Source: an optimization exercise on an open RTL-to-GDS flow (aim: small area and a short achievable clock period). Production flows keep margins and buffers that such runs may drop.
For this run, only the layout was checked, not whether the RTL still works.
Power and IR drop assume default switching activity.

### run.sh
#!/bin/bash
# synth_recipe.tcl (not shown) runs the flow's synth.tcl, then flattens the netlist and writes it again
# the make line also repeats each setting of config.mk as NAME=value (left out here)
make -C /OpenROAD-flow-scripts/flow DESIGN_CONFIG=/design/flow/config.mk WORK_HOME=/design/flow/orfs CLKGATE_MAP_FILE= SYNTH_SCRIPT=/design/flow/synth_recipe.tcl finish
### config.mk
export PLATFORM = sky130hd
export DESIGN_NAME = fir_dual_arith
export DESIGN_NICKNAME = fir_dual_arith
export VERILOG_FILES = /design/flow/design.v
export SDC_FILE = /design/flow/constraint.sdc
export NUM_CORES = 4
export LEC_CHECK = 0
export CAP_MARGIN = 20
export CORE_MARGIN = 2
export CORE_UTILIZATION = 40
export SETUP_SLACK_MARGIN = 4.0
export SLEW_MARGIN = 20
### constraint.sdc
create_clock -name core_clock -period 6.5 [get_ports {i_clock}]
set_input_delay 1.3000 -clock core_clock [delete_from_list [all_inputs] [get_ports {i_clock}]]
set_output_delay 1.3000 -clock core_clock [all_outputs]
set_load 0.01 [all_outputs]
### design.v
module SatTruncFP(i_z, o_f);
    input [9:0] i_z;
    output [7:0] o_f;
    assign o_f = i_z[9] ? 8'h80 : i_z[8] ? 8'h7f : {~i_z[7], i_z[6:0]};
endmodule
module adder_mult(i_clock, i_reset, i_op, i_f0, i_f1, i_d0, i_d1, o_data);
    input i_clock;
    input i_reset;       
    input i_op;          
    input [7:0] i_f0, i_f1;    
    input [7:0] i_d0, i_d1;    
    output reg [15:0] o_data;
    wire [7:0] a = i_f0;
    wire [7:0] b = i_f1;
    reg [29:0] mcs;
    wire m0 = a[0] & b[0];
    wire m1 = a[0] & b[1];
    wire m2 = a[0] & b[2];
    wire m3 = a[0] & b[3];
    wire m4 = a[0] & b[4];
    wire m5 = a[0] & b[5];
    wire m6 = a[0] & b[6];
    wire m7 = ~(a[0] & b[7]);
    wire m8 = a[1] & b[0];
    wire m9 = a[1] & b[1];
    wire m10 = a[1] & b[2];
    wire m11 = a[1] & b[3];
    wire m12 = a[1] & b[4];
    wire m13 = a[1] & b[5];
    wire m14 = a[1] & b[6];
    wire m15 = ~(a[1] & b[7]);
    wire m16 = a[2] & b[0];
    wire m17 = a[2] & b[1];
    wire m18 = a[2] & b[2];
    wire m19 = a[2] & b[3];
    wire m20 = a[2] & b[4];
    wire m21 = a[2] & b[5];
    wire m22 = a[2] & b[6];
    wire m23 = ~(a[2] & b[7]);
    wire m24 = a[3] & b[0];
    wire m25 = a[3] & b[1];
    wire m26 = a[3] & b[2];
    wire m27 = a[3] & b[3];
    wire m28 = a[3] & b[4];
    wire m29 = a[3] & b[5];
    wire m30 = a[3] & b[6];
    wire m31 = ~(a[3] & b[7]);
    wire m32 = a[4] & b[0];
    wire m33 = a[4] & b[1];
    wire m34 = a[4] & b[2];
    wire m35 = a[4] & b[3];
    wire m36 = a[4] & b[4];
    wire m37 = a[4] & b[5];
    wire m38 = a[4] & b[6];
    wire m39 = ~(a[4] & b[7]);
    wire m40 = a[5] & b[0];
    wire m41 = a[5] & b[1];
    wire m42 = a[5] & b[2];
    wire m43 = a[5] & b[3];
    wire m44 = a[5] & b[4];
    wire m45 = a[5] & b[5];
    wire m46 = a[5] & b[6];
    wire m47 = ~(a[5] & b[7]);
    wire m48 = a[6] & b[0];
    wire m49 = a[6] & b[1];
    wire m50 = a[6] & b[2];
    wire m51 = a[6] & b[3];
    wire m52 = a[6] & b[4];
    wire m53 = a[6] & b[5];
    wire m54 = a[6] & b[6];
    wire m55 = ~(a[6] & b[7]);
    wire m56 = ~(a[7] & b[0]);
    wire m57 = ~(a[7] & b[1]);
    wire m58 = ~(a[7] & b[2]);
    wire m59 = ~(a[7] & b[3]);
    wire m60 = ~(a[7] & b[4]);
    wire m61 = ~(a[7] & b[5]);
    wire m62 = ~(a[7] & b[6]);
    wire m63 = a[7] & b[7];
    wire m64 = m2 ^ m9 ^ m16;
    wire m65 = (m2 & m9) | (m2 & m16) | (m9 & m16);
    wire m66 = m3 ^ m10 ^ m17;
    wire m67 = (m3 & m10) | (m3 & m17) | (m10 & m17);
    wire m68 = m24 ^ m65 ^ m66;
    wire m69 = (m24 & m65) | (m24 & m66) | (m65 & m66);
    wire m70 = m4 ^ m11 ^ m18;
    wire m71 = (m4 & m11) | (m4 & m18) | (m11 & m18);
    wire m72 = m25 ^ m32 ^ m67;
    wire m73 = (m25 & m32) | (m25 & m67) | (m32 & m67);
    wire m74 = m70 ^ m69 ^ m72;
    wire m75 = (m70 & m69) | (m70 & m72) | (m69 & m72);
    wire m76 = m5 ^ m12 ^ m19;
    wire m77 = (m5 & m12) | (m5 & m19) | (m12 & m19);
    wire m78 = m26 ^ m33 ^ m40;
    wire m79 = (m26 & m33) | (m26 & m40) | (m33 & m40);
    wire m80 = m71 ^ m76 ^ m78;
    wire m81 = (m71 & m76) | (m71 & m78) | (m76 & m78);
    wire m82 = m6 ^ m13 ^ m20;
    wire m83 = (m6 & m13) | (m6 & m20) | (m13 & m20);
    wire m84 = m27 ^ m34 ^ m41;
    wire m85 = (m27 & m34) | (m27 & m41) | (m34 & m41);
    wire m86 = m48 ^ m77 ^ m79;
    wire m87 = (m48 & m77) | (m48 & m79) | (m77 & m79);
    wire m88 = m82 ^ m84 ^ m81;
    wire m89 = (m82 & m84) | (m82 & m81) | (m84 & m81);
    wire m90 = m7 ^ m14 ^ m21;
    wire m91 = (m7 & m14) | (m7 & m21) | (m14 & m21);
    wire m92 = m28 ^ m35 ^ m42;
    wire m93 = (m28 & m35) | (m28 & m42) | (m35 & m42);
    wire m94 = m49 ^ m56 ^ m83;
    wire m95 = (m49 & m56) | (m49 & m83) | (m56 & m83);
    wire m96 = m85 ^ m90 ^ m92;
    wire m97 = (m85 & m90) | (m85 & m92) | (m90 & m92);
    wire m98 = m87 ^ m94 ^ m96;
    wire m99 = (m87 & m94) | (m87 & m96) | (m94 & m96);
    wire m100 = m15 ^ m22 ^ m29;
    wire m101 = (m15 & m22) | (m15 & m29) | (m22 & m29);
    wire m102 = m36 ^ m43 ^ m50;
    wire m103 = (m36 & m43) | (m36 & m50) | (m43 & m50);
    wire m104 = m57 ^ m91 ^ m93;
    wire m105 = (m57 & m91) | (m57 & m93) | (m91 & m93);
    wire m106 = m100 ^ m102 ^ m95;
    wire m107 = (m100 & m102) | (m100 & m95) | (m102 & m95);
    wire m108 = m23 ^ m30 ^ m37;
    wire m109 = (m23 & m30) | (m23 & m37) | (m30 & m37);
    wire m110 = m44 ^ m51 ^ m58;
    wire m111 = (m44 & m51) | (m44 & m58) | (m51 & m58);
    wire m112 = m101 ^ m103 ^ m108;
    wire m113 = (m101 & m103) | (m101 & m108) | (m103 & m108);
    wire m114 = m110 ^ m105 ^ m112;
    wire m115 = (m110 & m105) | (m110 & m112) | (m105 & m112);
    wire m116 = m31 ^ m38 ^ m45;
    wire m117 = (m31 & m38) | (m31 & m45) | (m38 & m45);
    wire m118 = m52 ^ m59 ^ m109;
    wire m119 = (m52 & m59) | (m52 & m109) | (m59 & m109);
    wire m120 = m111 ^ m116 ^ m113;
    wire m121 = (m111 & m116) | (m111 & m113) | (m116 & m113);
    wire m122 = m39 ^ m46 ^ m53;
    wire m123 = (m39 & m46) | (m39 & m53) | (m46 & m53);
    wire m124 = m60 ^ m117 ^ m122;
    wire m125 = (m60 & m117) | (m60 & m122) | (m117 & m122);
    wire m126 = m47 ^ m54 ^ m61;
    wire m127 = (m47 & m54) | (m47 & m61) | (m54 & m61);
    wire m128 = m123 ^ m126 ^ m125;
    wire m129 = (m123 & m126) | (m123 & m125) | (m126 & m125);
    wire m130 = m55 ^ m62 ^ m127;
    wire m131 = (m55 & m62) | (m55 & m127) | (m62 & m127);
    always @(posedge i_clock) begin
        mcs[0] <= m0;
        mcs[1] <= m1;
        mcs[2] <= m8;
        mcs[3] <= m64;
        mcs[4] <= m68;
        mcs[5] <= m74;
        mcs[6] <= m73;
        mcs[7] <= m80;
        mcs[8] <= m75;
        mcs[9] <= m86;
        mcs[10] <= m88;
        mcs[11] <= m89;
        mcs[12] <= m98;
        mcs[13] <= m97;
        mcs[14] <= m104;
        mcs[15] <= m99;
        mcs[16] <= m106;
        mcs[17] <= m107;
        mcs[18] <= m114;
        mcs[19] <= m118;
        mcs[20] <= m115;
        mcs[21] <= m120;
        mcs[22] <= m119;
        mcs[23] <= m124;
        mcs[24] <= m121;
        mcs[25] <= m128;
        mcs[26] <= m129;
        mcs[27] <= m130;
        mcs[28] <= m63;
        mcs[29] <= m131;
    end
    wire n132 = mcs[6] ^ mcs[7];
    wire n133 = mcs[6] & mcs[7];
    wire n134 = mcs[9] ^ mcs[10];
    wire n135 = mcs[9] & mcs[10];
    wire n136 = mcs[11] ^ mcs[12];
    wire n137 = mcs[11] & mcs[12];
    wire n138 = mcs[13] ^ mcs[14] ^ mcs[15];
    wire n139 = (mcs[13] & mcs[14]) | (mcs[13] & mcs[15]) | (mcs[14] & mcs[15]);
    wire n140 = mcs[16] ^ n137 ^ n138;
    wire n141 = (mcs[16] & n137) | (mcs[16] & n138) | (n137 & n138);
    wire n142 = mcs[17] ^ mcs[18] ^ n139;
    wire n143 = (mcs[17] & mcs[18]) | (mcs[17] & n139) | (mcs[18] & n139);
    wire n144 = mcs[19] ^ mcs[20] ^ mcs[21];
    wire n145 = (mcs[19] & mcs[20]) | (mcs[19] & mcs[21]) | (mcs[20] & mcs[21]);
    wire n146 = mcs[22] ^ mcs[23] ^ mcs[24];
    wire n147 = (mcs[22] & mcs[23]) | (mcs[22] & mcs[24]) | (mcs[23] & mcs[24]);
    wire [15:0] prod = {1'b1, mcs[28], mcs[26], mcs[25], n145, n143, n141, n140, n135, n133, mcs[8], mcs[5], mcs[4], mcs[3], mcs[1], mcs[0]} + {1'b0, mcs[29], mcs[27], n147, n146, n144, n142, 1'b1, n136, n134, n132, 1'b0, 1'b0, 1'b0, mcs[2], 1'b0};
    wire [15:0] sum = {{8{i_d0[7]}}, i_d0} + {{8{i_d1[7]}}, i_d1};
    always @(posedge i_clock or negedge i_reset) begin
        if (!i_reset) o_data <= 16'd0;
        else o_data <= i_op ? prod : sum;
    end
endmodule
module fir_filter(i_clock, i_reset, i_en, i_signal, o_signal);
    input i_clock;
    input i_reset;       
    input i_en;
    input [7:0] i_signal;
    output reg [7:0] o_signal;
    reg [7:0] dl1;
    reg [7:0] dl2;
    reg [7:0] dl3;
    reg [7:0] dl4;
    reg [7:0] dl5;
    reg [7:0] dl6;
    reg [7:0] dl7;
    reg [7:0] dl8;
    reg [7:0] dl9;
    reg [7:0] dl10;
    reg [7:0] dl11;
    reg [7:0] dl12;
    reg [7:0] dl13;
    reg [7:0] dl14;
    wire [7:0] xe0 = i_signal ^ 8'h7f;
    always @(posedge i_clock) begin
        if (!i_reset) begin
            dl1 <= 8'h7f;
            dl2 <= 8'h7f;
            dl3 <= 8'h80;
            dl4 <= 8'h80;
            dl5 <= 8'h80;
            dl6 <= 8'h80;
            dl7 <= 8'h80;
            dl8 <= 8'h80;
            dl9 <= 8'h80;
            dl10 <= 8'h80;
            dl11 <= 8'h80;
            dl12 <= 8'h7f;
            dl13 <= 8'h7f;
            dl14 <= 8'h7f;
        end else if (i_en) begin
            dl1 <= xe0;
            dl2 <= dl1;
            dl3 <= dl2 ^ 8'hff;
            dl4 <= dl3;
            dl5 <= dl4;
            dl6 <= dl5;
            dl7 <= dl6;
            dl8 <= dl7;
            dl9 <= dl8;
            dl10 <= dl9;
            dl11 <= dl10;
            dl12 <= dl11 ^ 8'hff;
            dl13 <= dl12;
            dl14 <= dl13;
        end
    end
    reg [42:0] cs;
    wire p0 = dl1[0] ^ dl2[0] ^ dl4[0];
    wire p1 = (dl1[0] & dl2[0]) | (dl1[0] & dl4[0]) | (dl2[0] & dl4[0]);
    wire p2 = dl6[0] ^ dl8[0] ^ dl10[0];
    wire p3 = (dl6[0] & dl8[0]) | (dl6[0] & dl10[0]) | (dl8[0] & dl10[0]);
    wire p4 = dl12[0] ^ dl13[0] ^ dl14[0];
    wire p5 = (dl12[0] & dl13[0]) | (dl12[0] & dl14[0]) | (dl13[0] & dl14[0]);
    wire p6 = p0 ^ p2 ^ p4;
    wire p7 = (p0 & p2) | (p0 & p4) | (p2 & p4);
    wire p8 = dl1[1] ^ dl2[1] ^ dl4[1];
    wire p9 = (dl1[1] & dl2[1]) | (dl1[1] & dl4[1]) | (dl2[1] & dl4[1]);
    wire p10 = dl4[0] ^ dl6[1] ^ dl8[1];
    wire p11 = (dl4[0] & dl6[1]) | (dl4[0] & dl8[1]) | (dl6[1] & dl8[1]);
    wire p12 = dl10[1] ^ dl10[0] ^ dl12[1];
    wire p13 = (dl10[1] & dl10[0]) | (dl10[1] & dl12[1]) | (dl10[0] & dl12[1]);
    wire p14 = dl13[1] ^ dl14[1] ^ p1;
    wire p15 = (dl13[1] & dl14[1]) | (dl13[1] & p1) | (dl14[1] & p1);
    wire p16 = p3 ^ p5 ^ p8;
    wire p17 = (p3 & p5) | (p3 & p8) | (p5 & p8);
    wire p18 = p10 ^ p12 ^ xe0[1];
    wire p19 = (p10 & p12) | (p10 & xe0[1]) | (p12 & xe0[1]);
    wire p20 = p7 ^ p14 ^ p16;
    wire p21 = (p7 & p14) | (p7 & p16) | (p14 & p16);
    wire p22 = dl1[2] ^ dl2[2] ^ dl4[2];
    wire p23 = (dl1[2] & dl2[2]) | (dl1[2] & dl4[2]) | (dl2[2] & dl4[2]);
    wire p24 = dl4[1] ^ dl6[2] ^ dl6[0];
    wire p25 = (dl4[1] & dl6[2]) | (dl4[1] & dl6[0]) | (dl6[2] & dl6[0]);
    wire p26 = dl8[2] ^ dl8[0] ^ dl10[2];
    wire p27 = (dl8[2] & dl8[0]) | (dl8[2] & dl10[2]) | (dl8[0] & dl10[2]);
    wire p28 = dl10[1] ^ dl12[2] ^ dl13[2];
    wire p29 = (dl10[1] & dl12[2]) | (dl10[1] & dl13[2]) | (dl12[2] & dl13[2]);
    wire p30 = dl14[2] ^ p9 ^ p11;
    wire p31 = (dl14[2] & p9) | (dl14[2] & p11) | (p9 & p11);
    wire p32 = p13 ^ p22 ^ p24;
    wire p33 = (p13 & p22) | (p13 & p24) | (p22 & p24);
    wire p34 = p26 ^ p28 ^ xe0[2];
    wire p35 = (p26 & p28) | (p26 & xe0[2]) | (p28 & xe0[2]);
    wire p36 = p15 ^ p17 ^ p30;
    wire p37 = (p15 & p17) | (p15 & p30) | (p17 & p30);
    wire p38 = p32 ^ p19 ^ p34;
    wire p39 = (p32 & p19) | (p32 & p34) | (p19 & p34);
    wire p40 = dl1[3] ^ dl2[3] ^ dl4[3];
    wire p41 = (dl1[3] & dl2[3]) | (dl1[3] & dl4[3]) | (dl2[3] & dl4[3]);
    wire p42 = dl4[2] ^ dl5[0] ^ dl6[3];
    wire p43 = (dl4[2] & dl5[0]) | (dl4[2] & dl6[3]) | (dl5[0] & dl6[3]);
    wire p44 = dl6[1] ^ dl6[0] ^ dl8[3];
    wire p45 = (dl6[1] & dl6[0]) | (dl6[1] & dl8[3]) | (dl6[0] & dl8[3]);
    wire p46 = dl8[1] ^ dl8[0] ^ dl9[0];
    wire p47 = (dl8[1] & dl8[0]) | (dl8[1] & dl9[0]) | (dl8[0] & dl9[0]);
    wire p48 = dl10[3] ^ dl10[2] ^ dl12[3];
    wire p49 = (dl10[3] & dl10[2]) | (dl10[3] & dl12[3]) | (dl10[2] & dl12[3]);
    wire p50 = dl13[3] ^ dl14[3] ^ p23;
    wire p51 = (dl13[3] & dl14[3]) | (dl13[3] & p23) | (dl14[3] & p23);
    wire p52 = p25 ^ p27 ^ p29;
    wire p53 = (p25 & p27) | (p25 & p29) | (p27 & p29);
    wire p54 = p40 ^ p42 ^ p44;
    wire p55 = (p40 & p42) | (p40 & p44) | (p42 & p44);
    wire p56 = p46 ^ p48 ^ xe0[3];
    wire p57 = (p46 & p48) | (p46 & xe0[3]) | (p48 & xe0[3]);
    wire p58 = p31 ^ p33 ^ p50;
    wire p59 = (p31 & p33) | (p31 & p50) | (p33 & p50);
    wire p60 = p52 ^ p54 ^ p35;
    wire p61 = (p52 & p54) | (p52 & p35) | (p54 & p35);
    wire p62 = p56 ^ p37 ^ p58;
    wire p63 = (p56 & p37) | (p56 & p58) | (p37 & p58);
    wire p64 = dl1[4] ^ dl2[4] ^ dl4[4];
    wire p65 = (dl1[4] & dl2[4]) | (dl1[4] & dl4[4]) | (dl2[4] & dl4[4]);
    wire p66 = dl4[3] ^ dl5[1] ^ dl6[4];
    wire p67 = (dl4[3] & dl5[1]) | (dl4[3] & dl6[4]) | (dl5[1] & dl6[4]);
    wire p68 = dl6[2] ^ dl6[1] ^ dl7[0];
    wire p69 = (dl6[2] & dl6[1]) | (dl6[2] & dl7[0]) | (dl6[1] & dl7[0]);
    wire p70 = dl8[4] ^ dl8[2] ^ dl8[1];
    wire p71 = (dl8[4] & dl8[2]) | (dl8[4] & dl8[1]) | (dl8[2] & dl8[1]);
    wire p72 = dl9[1] ^ dl10[4] ^ dl10[3];
    wire p73 = (dl9[1] & dl10[4]) | (dl9[1] & dl10[3]) | (dl10[4] & dl10[3]);
    wire p74 = dl12[4] ^ dl13[4] ^ dl14[4];
    wire p75 = (dl12[4] & dl13[4]) | (dl12[4] & dl14[4]) | (dl13[4] & dl14[4]);
    wire p76 = p41 ^ p43 ^ p45;
    wire p77 = (p41 & p43) | (p41 & p45) | (p43 & p45);
    wire p78 = p47 ^ p49 ^ p64;
    wire p79 = (p47 & p49) | (p47 & p64) | (p49 & p64);
    wire p80 = p66 ^ p68 ^ p70;
    wire p81 = (p66 & p68) | (p66 & p70) | (p68 & p70);
    wire p82 = p72 ^ p74 ^ xe0[4];
    wire p83 = (p72 & p74) | (p72 & xe0[4]) | (p74 & xe0[4]);
    wire p84 = p51 ^ p53 ^ p55;
    wire p85 = (p51 & p53) | (p51 & p55) | (p53 & p55);
    wire p86 = p76 ^ p78 ^ p80;
    wire p87 = (p76 & p78) | (p76 & p80) | (p78 & p80);
    wire p88 = p57 ^ p82 ^ p59;
    wire p89 = (p57 & p82) | (p57 & p59) | (p82 & p59);
    wire p90 = dl1[5] ^ dl2[5] ^ dl4[5];
    wire p91 = (dl1[5] & dl2[5]) | (dl1[5] & dl4[5]) | (dl2[5] & dl4[5]);
    wire p92 = dl4[4] ^ dl5[2] ^ dl6[5];
    wire p93 = (dl4[4] & dl5[2]) | (dl4[4] & dl6[5]) | (dl5[2] & dl6[5]);
    wire p94 = dl6[3] ^ dl6[2] ^ dl7[1];
    wire p95 = (dl6[3] & dl6[2]) | (dl6[3] & dl7[1]) | (dl6[2] & dl7[1]);
    wire p96 = dl8[5] ^ dl8[3] ^ dl8[2];
    wire p97 = (dl8[5] & dl8[3]) | (dl8[5] & dl8[2]) | (dl8[3] & dl8[2]);
    wire p98 = dl9[2] ^ dl10[5] ^ dl10[4];
    wire p99 = (dl9[2] & dl10[5]) | (dl9[2] & dl10[4]) | (dl10[5] & dl10[4]);
    wire p100 = dl12[5] ^ dl13[5] ^ dl14[5];
    wire p101 = (dl12[5] & dl13[5]) | (dl12[5] & dl14[5]) | (dl13[5] & dl14[5]);
    wire p102 = p65 ^ p67 ^ p69;
    wire p103 = (p65 & p67) | (p65 & p69) | (p67 & p69);
    wire p104 = p71 ^ p73 ^ p75;
    wire p105 = (p71 & p73) | (p71 & p75) | (p73 & p75);
    wire p106 = p90 ^ p92 ^ p94;
    wire p107 = (p90 & p92) | (p90 & p94) | (p92 & p94);
    wire p108 = p96 ^ p98 ^ p100;
    wire p109 = (p96 & p98) | (p96 & p100) | (p98 & p100);
    wire p110 = xe0[5] ^ p77 ^ p79;
    wire p111 = (xe0[5] & p77) | (xe0[5] & p79) | (p77 & p79);
    wire p112 = p81 ^ p102 ^ p104;
    wire p113 = (p81 & p102) | (p81 & p104) | (p102 & p104);
    wire p114 = p106 ^ p108 ^ p83;
    wire p115 = (p106 & p108) | (p106 & p83) | (p108 & p83);
    wire p116 = p85 ^ p87 ^ p110;
    wire p117 = (p85 & p87) | (p85 & p110) | (p87 & p110);
    wire p118 = dl1[6] ^ dl2[6] ^ dl4[6];
    wire p119 = (dl1[6] & dl2[6]) | (dl1[6] & dl4[6]) | (dl2[6] & dl4[6]);
    wire p120 = dl4[5] ^ dl5[3] ^ dl6[6];
    wire p121 = (dl4[5] & dl5[3]) | (dl4[5] & dl6[6]) | (dl5[3] & dl6[6]);
    wire p122 = dl6[4] ^ dl6[3] ^ dl7[2];
    wire p123 = (dl6[4] & dl6[3]) | (dl6[4] & dl7[2]) | (dl6[3] & dl7[2]);
    wire p124 = dl8[6] ^ dl8[4] ^ dl8[3];
    wire p125 = (dl8[6] & dl8[4]) | (dl8[6] & dl8[3]) | (dl8[4] & dl8[3]);
    wire p126 = dl9[3] ^ dl10[6] ^ dl10[5];
    wire p127 = (dl9[3] & dl10[6]) | (dl9[3] & dl10[5]) | (dl10[6] & dl10[5]);
    wire p128 = dl12[6] ^ dl13[6] ^ dl14[6];
    wire p129 = (dl12[6] & dl13[6]) | (dl12[6] & dl14[6]) | (dl13[6] & dl14[6]);
    wire p130 = p91 ^ p93 ^ p95;
    wire p131 = (p91 & p93) | (p91 & p95) | (p93 & p95);
    wire p132 = p97 ^ p99 ^ p101;
    wire p133 = (p97 & p99) | (p97 & p101) | (p99 & p101);
    wire p134 = p118 ^ p120 ^ p122;
    wire p135 = (p118 & p120) | (p118 & p122) | (p120 & p122);
    wire p136 = p124 ^ p126 ^ p128;
    wire p137 = (p124 & p126) | (p124 & p128) | (p126 & p128);
    wire p138 = xe0[6] ^ p103 ^ p105;
    wire p139 = (xe0[6] & p103) | (xe0[6] & p105) | (p103 & p105);
    wire p140 = p107 ^ p109 ^ p130;
    wire p141 = (p107 & p109) | (p107 & p130) | (p109 & p130);
    wire p142 = p132 ^ p134 ^ p136;
    wire p143 = (p132 & p134) | (p132 & p136) | (p134 & p136);
    wire p144 = p111 ^ p113 ^ p138;
    wire p145 = (p111 & p113) | (p111 & p138) | (p113 & p138);
    wire p146 = dl1[7] ^ dl2[7] ^ dl4[7];
    wire p147 = (dl1[7] & dl2[7]) | (dl1[7] & dl4[7]) | (dl2[7] & dl4[7]);
    wire p148 = dl4[6] ^ dl5[4] ^ dl6[7];
    wire p149 = (dl4[6] & dl5[4]) | (dl4[6] & dl6[7]) | (dl5[4] & dl6[7]);
    wire p150 = dl6[5] ^ dl6[4] ^ dl7[3];
    wire p151 = (dl6[5] & dl6[4]) | (dl6[5] & dl7[3]) | (dl6[4] & dl7[3]);
    wire p152 = dl8[7] ^ dl8[5] ^ dl8[4];
    wire p153 = (dl8[7] & dl8[5]) | (dl8[7] & dl8[4]) | (dl8[5] & dl8[4]);
    wire p154 = dl9[4] ^ dl10[7] ^ dl10[6];
    wire p155 = (dl9[4] & dl10[7]) | (dl9[4] & dl10[6]) | (dl10[7] & dl10[6]);
    wire p156 = dl12[7] ^ dl13[7] ^ dl14[7];
    wire p157 = (dl12[7] & dl13[7]) | (dl12[7] & dl14[7]) | (dl13[7] & dl14[7]);
    wire p158 = p119 ^ p121 ^ p123;
    wire p159 = (p119 & p121) | (p119 & p123) | (p121 & p123);
    wire p160 = p125 ^ p127 ^ p129;
    wire p161 = (p125 & p127) | (p125 & p129) | (p127 & p129);
    wire p162 = p146 ^ p148 ^ p150;
    wire p163 = (p146 & p148) | (p146 & p150) | (p148 & p150);
    wire p164 = p152 ^ p154 ^ p156;
    wire p165 = (p152 & p154) | (p152 & p156) | (p154 & p156);
    wire p166 = xe0[7] ^ p131 ^ p133;
    wire p167 = (xe0[7] & p131) | (xe0[7] & p133) | (p131 & p133);
    wire p168 = p135 ^ p137 ^ p158;
    wire p169 = (p135 & p137) | (p135 & p158) | (p137 & p158);
    wire p170 = p160 ^ p162 ^ p164;
    wire p171 = (p160 & p162) | (p160 & p164) | (p162 & p164);
    wire p172 = p139 ^ p141 ^ p143;
    wire p173 = (p139 & p141) | (p139 & p143) | (p141 & p143);
    wire p174 = p166 ^ p168 ^ p170;
    wire p175 = (p166 & p168) | (p166 & p170) | (p168 & p170);
    wire p176 = dl4[7] ^ dl5[5] ^ dl6[6];
    wire p177 = (dl4[7] & dl5[5]) | (dl4[7] & dl6[6]) | (dl5[5] & dl6[6]);
    wire p178 = dl6[5] ^ dl7[4] ^ dl8[6];
    wire p179 = (dl6[5] & dl7[4]) | (dl6[5] & dl8[6]) | (dl7[4] & dl8[6]);
    wire p180 = dl8[5] ^ dl9[5] ^ dl10[7];
    wire p181 = (dl8[5] & dl9[5]) | (dl8[5] & dl10[7]) | (dl9[5] & dl10[7]);
    wire p182 = p147 ^ p149 ^ p151;
    wire p183 = (p147 & p149) | (p147 & p151) | (p149 & p151);
    wire p184 = p153 ^ p155 ^ p157;
    wire p185 = (p153 & p155) | (p153 & p157) | (p155 & p157);
    wire p186 = p176 ^ p178 ^ p180;
    wire p187 = (p176 & p178) | (p176 & p180) | (p178 & p180);
    wire p188 = p159 ^ p161 ^ p163;
    wire p189 = (p159 & p161) | (p159 & p163) | (p161 & p163);
    wire p190 = p165 ^ p182 ^ p184;
    wire p191 = (p165 & p182) | (p165 & p184) | (p182 & p184);
    wire p192 = p186 ^ p167 ^ p169;
    wire p193 = (p186 & p167) | (p186 & p169) | (p167 & p169);
    wire p194 = p171 ^ p188 ^ p190;
    wire p195 = (p171 & p188) | (p171 & p190) | (p188 & p190);
    wire p196 = dl5[6] ^ dl6[7] ^ dl6[6];
    wire p197 = (dl5[6] & dl6[7]) | (dl5[6] & dl6[6]) | (dl6[7] & dl6[6]);
    wire p198 = dl7[5] ^ dl8[7] ^ dl8[6];
    wire p199 = (dl7[5] & dl8[7]) | (dl7[5] & dl8[6]) | (dl8[7] & dl8[6]);
    wire p200 = dl9[6] ^ p177 ^ p179;
    wire p201 = (dl9[6] & p177) | (dl9[6] & p179) | (p177 & p179);
    wire p202 = p181 ^ p196 ^ p198;
    wire p203 = (p181 & p196) | (p181 & p198) | (p196 & p198);
    wire p204 = p183 ^ p185 ^ p187;
    wire p205 = (p183 & p185) | (p183 & p187) | (p185 & p187);
    wire p206 = p200 ^ p202 ^ p189;
    wire p207 = (p200 & p202) | (p200 & p189) | (p202 & p189);
    wire p208 = dl5[7] ^ dl6[7] ^ dl7[6];
    wire p209 = (dl5[7] & dl6[7]) | (dl5[7] & dl7[6]) | (dl6[7] & dl7[6]);
    wire p210 = dl8[7] ^ dl9[7] ^ p197;
    wire p211 = (dl8[7] & dl9[7]) | (dl8[7] & p197) | (dl9[7] & p197);
    wire p212 = p199 ^ p208 ^ p201;
    wire p213 = (p199 & p208) | (p199 & p201) | (p208 & p201);
    wire p214 = p203 ^ p210 ^ p205;
    wire p215 = (p203 & p210) | (p203 & p205) | (p210 & p205);
    wire p216 = dl7[7] ^ p209 ^ p211;
    wire p217 = (dl7[7] & p209) | (dl7[7] & p211) | (p209 & p211);
    always @(posedge i_clock) begin
        cs[0] <= xe0[0];
        cs[1] <= p6;
        cs[2] <= p18;
        cs[3] <= p20;
        cs[4] <= p21;
        cs[5] <= p36;
        cs[6] <= p38;
        cs[7] <= p39;
        cs[8] <= p60;
        cs[9] <= p62;
        cs[10] <= p84;
        cs[11] <= p86;
        cs[12] <= p61;
        cs[13] <= p63;
        cs[14] <= p88;
        cs[15] <= p112;
        cs[16] <= p114;
        cs[17] <= p89;
        cs[18] <= p116;
        cs[19] <= p140;
        cs[20] <= p142;
        cs[21] <= p115;
        cs[22] <= p117;
        cs[23] <= p144;
        cs[24] <= p145;
        cs[25] <= p172;
        cs[26] <= p174;
        cs[27] <= p173;
        cs[28] <= p175;
        cs[29] <= p192;
        cs[30] <= p194;
        cs[31] <= p191;
        cs[32] <= p204;
        cs[33] <= p193;
        cs[34] <= p195;
        cs[35] <= p206;
        cs[36] <= p212;
        cs[37] <= p207;
        cs[38] <= p214;
        cs[39] <= p213;
        cs[40] <= p216;
        cs[41] <= p215;
        cs[42] <= p217;
    end
    wire q218 = cs[2] ^ cs[3];
    wire q219 = cs[2] & cs[3];
    wire q220 = cs[4] ^ cs[5] ^ cs[6];
    wire q221 = (cs[4] & cs[5]) | (cs[4] & cs[6]) | (cs[5] & cs[6]);
    wire q222 = q219 ^ q220;
    wire q223 = q219 & q220;
    wire q224 = cs[7] ^ cs[8] ^ cs[9];
    wire q225 = (cs[7] & cs[8]) | (cs[7] & cs[9]) | (cs[8] & cs[9]);
    wire q226 = q221 ^ q224;
    wire q227 = q221 & q224;
    wire q228 = cs[10] ^ cs[11] ^ cs[12];
    wire q229 = (cs[10] & cs[11]) | (cs[10] & cs[12]) | (cs[11] & cs[12]);
    wire q230 = cs[13] ^ cs[14] ^ q225;
    wire q231 = (cs[13] & cs[14]) | (cs[13] & q225) | (cs[14] & q225);
    wire q232 = q228 ^ q227;
    wire q233 = q228 & q227;
    wire q234 = cs[15] ^ cs[16] ^ cs[17];
    wire q235 = (cs[15] & cs[16]) | (cs[15] & cs[17]) | (cs[16] & cs[17]);
    wire q236 = cs[18] ^ q229 ^ q234;
    wire q237 = (cs[18] & q229) | (cs[18] & q234) | (q229 & q234);
    wire q238 = q231 ^ q236;
    wire q239 = q231 & q236;
    wire q240 = cs[19] ^ cs[20] ^ cs[21];
    wire q241 = (cs[19] & cs[20]) | (cs[19] & cs[21]) | (cs[20] & cs[21]);
    wire q242 = cs[22] ^ cs[23] ^ q235;
    wire q243 = (cs[22] & cs[23]) | (cs[22] & q235) | (cs[23] & q235);
    wire q244 = q240 ^ q237 ^ q242;
    wire q245 = (q240 & q237) | (q240 & q242) | (q237 & q242);
    wire q246 = cs[24] ^ cs[25] ^ cs[26];
    wire q247 = (cs[24] & cs[25]) | (cs[24] & cs[26]) | (cs[25] & cs[26]);
    wire q248 = q241 ^ q246 ^ q243;
    wire q249 = (q241 & q246) | (q241 & q243) | (q246 & q243);
    wire q250 = cs[27] ^ cs[28] ^ cs[29];
    wire q251 = (cs[27] & cs[28]) | (cs[27] & cs[29]) | (cs[28] & cs[29]);
    wire q252 = cs[30] ^ q247 ^ q250;
    wire q253 = (cs[30] & q247) | (cs[30] & q250) | (q247 & q250);
    wire q254 = q252 ^ q249;
    wire q255 = q252 & q249;
    wire q256 = cs[31] ^ cs[32] ^ cs[33];
    wire q257 = (cs[31] & cs[32]) | (cs[31] & cs[33]) | (cs[32] & cs[33]);
    wire q258 = cs[34] ^ cs[35] ^ q251;
    wire q259 = (cs[34] & cs[35]) | (cs[34] & q251) | (cs[35] & q251);
    wire q260 = q256 ^ q253 ^ q258;
    wire q261 = (q256 & q253) | (q256 & q258) | (q253 & q258);
    wire q262 = cs[36] ^ cs[37] ^ cs[38];
    wire q263 = (cs[36] & cs[37]) | (cs[36] & cs[38]) | (cs[37] & cs[38]);
    wire q264 = q257 ^ q262 ^ q259;
    wire q265 = (q257 & q262) | (q257 & q259) | (q262 & q259);
    wire q266 = q261 ^ q264;
    wire q267 = q261 & q264;
    wire q268 = cs[39] ^ cs[40] ^ cs[41];
    wire q269 = (cs[39] & cs[40]) | (cs[39] & cs[41]) | (cs[40] & cs[41]);
    wire q270 = q263 ^ q268 ^ q265;
    wire q271 = (q263 & q268) | (q263 & q265) | (q268 & q265);
    wire q272 = q267 ^ q270;
    wire q273 = q267 & q270;
    wire q274 = cs[42] ^ q269 ^ q271;
    wire q275 = (cs[42] & q269) | (cs[42] & q271) | (q269 & q271);
    wire q276 = q273 ^ q274;
    wire q277 = q273 & q274;
    wire q278 = q275 ^ q277;
    wire q279 = q275 & q277;
    wire [15:0] z = {1'b1, q279, q278, q276, q272, q266, q255, q254, q245, q239, q233, q230, q223, q222, q218, cs[0]} + {1'b0, 1'b1, 1'b1, 1'b1, 1'b1, 1'b1, q260, 1'b1, q248, q244, q238, q232, q226, 1'b1, 1'b1, cs[1]};
    wire [7:0] f;
    SatTruncFP u_sat(.i_z(z[15:6]), .o_f(f));
    always @(posedge i_clock) o_signal <= f;
endmodule
module fir_dual_arith(i_clock, i_reset, i_enable, i_op, i_sample0, i_sample1, o_data0, o_data1);
    input i_clock;
    input i_reset;       
    input i_enable;
    input i_op;
    input [7:0] i_sample0;
    input [7:0] i_sample1;
    output [15:0] o_data0;
    output [15:0] o_data1;
    wire [7:0] w_f0, w_f1;
    fir_filter u_fir_filter0(.i_clock(i_clock), .i_reset(i_reset), .i_en(i_enable), .i_signal(i_sample0), .o_signal(w_f0));
    fir_filter u_fir_filter1(.i_clock(i_clock), .i_reset(i_reset), .i_en(i_enable), .i_signal(i_sample1), .o_signal(w_f1));
    wire [7:0] w_s0 = w_f0;
    wire [7:0] w_s1 = w_f1;
    reg [15:0] r_data0;
    always @(posedge i_clock) r_data0 <= {w_s1, w_s0};
    assign o_data0 = r_data0;
    adder_mult u_adder_mult(.i_clock(i_clock), .i_reset(i_reset), .i_op(i_op), .i_f0(w_s0), .i_f1(w_s1),
        .i_d0(r_data0[7:0]), .i_d1(r_data0[15:8]), .o_data(o_data1));
endmodule
==> notes.md <==
==> cell type report <==
class	count	area, sq um	share of cell area, %
Clock buffer	59	1170	4.75
Multi-Input combinational cell	1076	12000	48.5
Tap cell	688	861	3.49
Sequential cell	388	8020	32.5
Timing Repair Buffer	108	1020	4.14
Inverter	397	1500	6.07
Clock inverter	10	130	0.527
==> power by group <==
group          internal, mW  switching, mW
clock network          1.37          0.940
registers              2.79          0.299
logic                  2.27           2.36
==> flip-flops by register name, indices dropped and copies added, names as in the netlist, 16 cells and up <==
register,count
r_data0,16
u_fir_filter1.cs,43
u_adder_mult.mcs,30
u_adder_mult.o_data,16
u_fir_filter0.cs,43
==> placed cells by master, fill, tap and decap left out, types with 7 or more instances in the layout <==
cell             count
nand2_1            158
dfxtp_4             36
buf_4               46
clkbuf_1            10
clkdlybuf4s50_1     13
a21o_1              10
dfxtp_2             31
clkdlybuf4s15_1     22
o211ai_1            16
clkbuf_16           42
ha_4                 7
o211a_1              7
dfxtp_1            305
dfrtp_1             16
xnor2_1             15
nor2_1              16
clkbuf_8             9
mux2i_1            173
and2_1              46
inv_1              360
fa_2                44
o21ai_0             42
ha_1                50
xor2_1               7
fa_1               256
nor3_1               7
a21oi_1             18
inv_2               34
nor2b_1            125
==> per-layer routing <==
layer,GRT usage (%),vias up,share of wire [%]
met5,0,-,0
li1,-,6034,-
met4,4.37,0,2.0
met2,24.6,142,47
met3,2.31,46,3.3
met1,20.1,6152,48
==> through the flow <==
step | utilization (%) | cell area (sq um) | hold slack, ns | power [mW]
after detailed placement | 42.9 | 22500 | 0.459 | 7.19
after global placement | 42.9 | 22500 | 0.452 | 7.09
after floorplan | - | 21300 | 0.393 | 6.17
after global routing | 47.2 | 24700 | 0.502 | 10.9
final | 47.2 | 24700 | 0.473 | 10.0
after CTS | 46.5 | 24300 | 0.474 | 9.98
==> critical path: stages (launching register included) <==
cell and delay [ns]:
dfxtp_2 0.32, fa_2 0.37, inv_2 0.07, fa_2 0.19, inv_2 0.04, fa_2 0.32
inv_2 0.06, fa_2 0.19, inv_2 0.04, fa_1 0.47, ha_4 0.19, ha_4 0.21
or4_4 0.43, a211oi_4 0.20, xnor2_2 0.16, a21oi_1 0.10
==> cell families (layout without fill, tap and decap cells) <==
family / count (synthesis) / after routing / synth area share, %
compound gates: 141 / 141 / 4.50
fa+ha+maj: 358 / 358 / 31.9
xor+xnor: 26 / 26 / 1.08
flops: 388 / 388 / 37.2
mux: 174 / 174 / 8.25
simple gates: 377 / 377 / 9.04
buf+inv: 455 / 574 / 8.09
==> how the worst max path moves through the flow <==
stage                         start                        end
2_1_floorplan  u_fir_filter1.cs[29]  u_fir_filter1.o_signal[0]
3_3_place_gp                   i_op    u_adder_mult.o_data[15]
3_5_place_dp                   i_op    u_adder_mult.o_data[15]
4_1_cts        u_fir_filter1.cs[29]  u_fir_filter1.o_signal[1]
5_1_grt        u_fir_filter1.cs[29]  u_fir_filter1.o_signal[1]
6_report       u_fir_filter1.cs[29]  u_fir_filter1.o_signal[1]
==> timing repair <==
item,CTS,global route
resized for setup,189,92
endpoints found under the setup margin,134,141
cloned,0,1
pin swaps,44,46
buffers inserted,30,22
==> summary.md <==
| Metric | Value |
|---|---|
| Worst Hold Depth | 2 |
| Post-synthesis cell count | 1919 |
| Fmax | 0.287 GHz |
| Antenna fix cells | 0 |
| DRC | 0 |
| Clock-pin slew on the worst setup and hold paths | 0.06 ns |
| Placer Congestion | 0.791 |
| Peak supply drop | 0.252 mV |
| Minimum clock period | 3.48 ns |
| Final cell count without fillers | 2726 |
| Crit Reg-Reg Startpoint | u_fir_filter1.cs[29] |
| Total clock sinks | 388 |
| # rows | 84 |
| Die Ht | 234 um |
| Pwr/cell area | 406 mW/mm^2 |
| Post-DP HPWL | 28.1 mm |
| Top-area cell type share of the netlist area | 35.3% |
| Slew Limit Fails | 0 |
| Synth Cell Area | 0.0211 sq mm |
| DP Worst Slack | 2.76 ns |
| Flops & latches, synth | 388 |
| Outcome | finished clean |
| Final hold viol count | 0 |
| Fillers | 4708 |
| Largest net degree at the start of global routing | 155 |
| Gr usage total | 14.8% |
| 1st-iter DRT viols | 523 |
| Area leader, netlist | dfxtp_1 |
| Total grt overflow | 0 |
| Initial antenna violation count | 0 |
| # port buffers | 51 |
| Hold Path End | u_fir_filter1.dl4[7] |
| Proportion of layout cells with a drive suffix above 1 | 15.8% |
| Reg-to-reg slack, setup | 3.02 ns |
| Hold path start | u_fir_filter1.dl3[7] |
| Ys Warns | 3 |
| # Max-Cap Violations | 0 |
| Sequential-to-total area share from yosys stat | 37.2% |
| Drt pass-1 iters | 5 |
| Vias | 12374 |
| Post-synth top cells | 396 x inv_1, 372 x dfxtp_1, 300 x fa_1 |
| Static Leak | 11.1 nW |
| CP Data Required Time | 6.93 ns |
| Max clock buf depth | 3 |
| Inserted Clock Buffers | 41 |
| Final nets | 2390 |
| Number of enable flip-flop cells after synthesis | 0 |
| Vias in the first global route | 12987 |
| Worst-case reg-to-reg path depth | 15 |
| Unique masters post-synth | 55 |
| Worst slew pin tran | 0.894 ns |
| Depth of the CTS H-tree | 2 |
| Synth Area per Inst | 11.0 sq um |
| Global-route wire length before repair | 65.1 mm |
| Synth area leaders | dfxtp_1 35%, fa_1 28%, mux2i_1 8.2% |
| P&R area growth vs syn | 16.9% |
| Ports | 52 |
| Crit. End Element | register |
| Max transition margin | 40.4% |
| Clk root buf | clkbuf_16 |
| Drt total wl | 39.0 mm |
| Worst skew pair latency | 0.55 ns |
| Post-route setup TNS | 0 ns |
| Clock skew | 0.0121 ns |
| Setup CP Type | register to register |
| Core ar. | 0.0523 sq mm |
| WL/cell | 14.3 um |
| Top-count cell post-synth | inv_1 |
| Worst r2r dst | u_fir_filter1.o_signal[1] |
| DP Cell Count | 2604 |
| Final setup fails | 0 |
| Crit path DAT | 3.91 ns |
| RSZ-0062 raised after global routing | yes |
| Critical Path Start Type | register |
| CTS tree | done |
| ANT nets after route | 0 |
| Die Area | 0.0546 sq mm |
| Worst-path fanout max | 4 |
| Vias per inst | 4.54 |
| Final Cycle Share | 53.5% |
| Asr flop ratio synth | 4.12% |
| Syn_nets | 2297 |
| Final Worst Setup Slack | 3.02 ns |
| Synth Flop Type | dfxtp_1 |
| Starting density of the core | 40.3% |
| Die Wd | 234 um |
| Hold Path Class | register to register |
| Cts hold-fix bufs | 0 |

what the ideal ports hide:
In the flow no input, the clock included, has a driving cell. The finished layout below was timed again as built, in two steps.
Step 1 (the two cells are an assumption about what drives the block):
set clk [get_ports {i_clock}]
set_driving_cell -lib_cell sky130_fd_sc_hd__clkbuf_16 $clk
set_driving_cell -lib_cell sky130_fd_sc_hd__buf_2 [delete_from_list [all_inputs] $clk]
Step 2 also shifts input and output timing later by t, the mid clock arrival at the registers, as if the neighbouring blocks saw the same clock.
a / b / c = ideal / step 1 / step 2; a / b = the first two.
t, ns: 0.603
slack for setup (ns): 3.020 / 3.020 / 3.020
worst hold slack (ns): 0.473 / 0.473 / 0.473
worst slew at a driven data input, ns: 0.06
After both steps setup and hold are still met in this run. For this run, drivers alone change the setup slack by 0.000 ns; drivers and shift together by 0.000 ns.
